From an optimization exercise on the open Yosys and OpenROAD flow, aimed at small area and a short achievable clock period; shortcuts taken in it are not production practice. Power figures rest on the tool's default switching activity, not on a simulated workload.

Setup of north:
==> flow/design.v (excerpt) <==
module mult_man (
  input clk, input rstn, input data_rdy,
  input [16:0] mult1_signed, input [16:0] mult2_signed,
  output [31:0] res, output [33:0] res_signed, output res_rdy, output [32:0] res_final);
  wire v0 = data_rdy;
  wire w1;
  mult_nor2 u2 (.y(w1), .a(mult1_signed[1]), .b(mult1_signed[0]));
  wire w3;
  mult_nor2 u4 (.y(w3), .a(mult1_signed[3]), .b(mult1_signed[2]));
  wire w5;
  mult_nor2 u6 (.y(w5), .a(mult1_signed[5]), .b(mult1_signed[4]));
  wire w7;
  mult_nor2 u8 (.y(w7), .a(mult1_signed[7]), .b(mult1_signed[6]));
  wire w9;
  mult_nor2 u10 (.y(w9), .a(mult1_signed[9]), .b(mult1_signed[8]));
  wire w11;
  mult_nor2 u12 (.y(w11), .a(mult1_signed[11]), .b(mult1_signed[10]));
  wire w13;
  mult_nor2 u14 (.y(w13), .a(mult1_signed[13]), .b(mult1_signed[12]));
  wire w15;
  mult_nor2 u16 (.y(w15), .a(mult1_signed[15]), .b(mult1_signed[14]));
  wire w17;
  mult_orpn u18 (.y(w17), .a(mult1_signed[2]), .b(w1));
  wire w19;
  mult_nand2 u20 (.y(w19), .a(w3), .b(w1));
  wire w21;
  mult_orpn u22 (.y(w21), .a(mult1_signed[6]), .b(w5));
  wire w23;
  mult_nand2 u24 (.y(w23), .a(w7), .b(w5));
  wire w25;
  mult_orpn u26 (.y(w25), .a(mult1_signed[10]), .b(w9));
  wire w27;
  mult_nand2 u28 (.y(w27), .a(w11), .b(w9));
  wire w29;
  mult_orpn u30 (.y(w29), .a(mult1_signed[14]), .b(w13));
  wire w31;
  mult_nand2 u32 (.y(w31), .a(w15), .b(w13));
  wire w33;
  mult_nor2 u34 (.y(w33), .a(mult1_signed[4]), .b(w19));
  wire w35;
  mult_orpn u36 (.y(w35), .a(w19), .b(w5));
  wire w37;
  mult_nor2 u38 (.y(w37), .a(w21), .b(w19));
  wire w39;
  mult_nor2 u40 (.y(w39), .a(w23), .b(w19));
  wire w41;
  mult_nor2 u42 (.y(w41), .a(mult1_signed[12]), .b(w27));
  wire w43;
  mult_orpn u44 (.y(w43), .a(w27), .b(w13));
  wire w45;
  mult_nor2 u46 (.y(w45), .a(w29), .b(w27));
  ...
Size: ~1400 cells after synthesis, roughly 260 flip-flops, about 140 I/O pins, ~0.015 mm² of cells after synthesis.
make LEC_CHECK=0 ABC_CLOCK_PERIOD_IN_PS=2000 CAP_MARGIN=20 CORE_MARGIN=2 CORE_UTILIZATION=40 GPL_TIMING_DRIVEN=1 SETUP_SLACK_MARGIN=2.4 SLEW_MARGIN=20 SYNTH_HIERARCHICAL=1 TNS_END_PERCENT=0 finish   # period 4.5 ns
run.sh (not shown) runs the stock make flow with config.mk's settings and CLKGATE_MAP_FILE= SYNTH_SCRIPT=/design/flow/synth_recipe.tcl, a recipe that flattens the netlist after the stock synthesis.
north went all the way through the flow, and no timing, DRC or antenna check failed.
diff inputs: north => south
Settings: SETUP_SLACK_MARGIN now 2.2, was 2.4; GPL_TIMING_DRIVEN no longer set, was 1.
==> comparison <==
- north reports its worst setup path startpoint as p1_am_6$_DFF_P_ while south reports p1_bm_12$_DFF_P_.
- In south, the global-route usage came out 0.31 points below the value in north.
- south reached the final stage; the timing, design-rule and antenna checks on its layout passed.
- north -> south: total routed wirelength decreased by a few percent
- Of north and south, north shows the lower combinational power share, with south above it.
For east, these inputs were changed with respect to south:
Settings: changing SETUP_SLACK_MARGIN from 2.2 to 2.4; setting PLACE_DENSITY to 0.75 for the first time; changing CORE_UTILIZATION from 40 to 60.
Findings:
In summary, east completed successfully, with a layout that passed the timing, design-rule and antenna checks. Looking at final design area excluding fillers, east sits 1.6% below south. Summary of the comparison: proportion of total power due to net switching is higher in east, relative to south. east has worst-case register-to-register setup slack above what south had. Compared with south, east is more frugal on power. [compare] base=south new=east: met1 capacity usage during global routing rose by 9.4 points, global-route usage rose by 7.3 points. south → east: met2 routing resource usage after global routing rose 14 points; synthesis-to-finish area growth has decreased.
No run of this note included a check of the RTL's function; only the layout flow was run.

[static timing again, ports no longer ideal]
The results above use ideal ports. As a check the final layouts listed here were re-extracted and re-timed, cells and wires unchanged. Step 1 assumes that a clkbuf_16 drives the clock port and a buf_2 every other input. Step 2 adds t to the input delays and takes it off the output delays; t is the mean of the earliest and latest rising clock arrival at the registers after step 1. Input paths then give back, and output paths get back, about the clock's delay inside the block. a / b / c = ideal / step 1 / step 2; a / b = the first two.
| run | t, ns | setup slack, ns | hold slack, ns | slew at the worst register clock pin (ns) | pins driven straight from the clock port |
|---|---|---|---|---|---|
| north | 0.583 | 2.198 / 2.161 / 1.965 | 0.327 / 0.327 / 0.327 | 0.06 / 0.06 | 1 |
| south | 0.583 | 2.136 / 2.099 / 1.882 | 0.328 / 0.328 / 0.328 | 0.06 / 0.06 | 1 |
| east | 0.573 | 2.159 / 2.150 / 1.990 | 0.327 / 0.327 / 0.327 | 0.06 / 0.06 | 1 |
After both steps setup and hold are still met in every run listed. For south, which loses most, drivers alone change the setup slack by -0.037 ns; drivers and shift together by -0.254 ns.
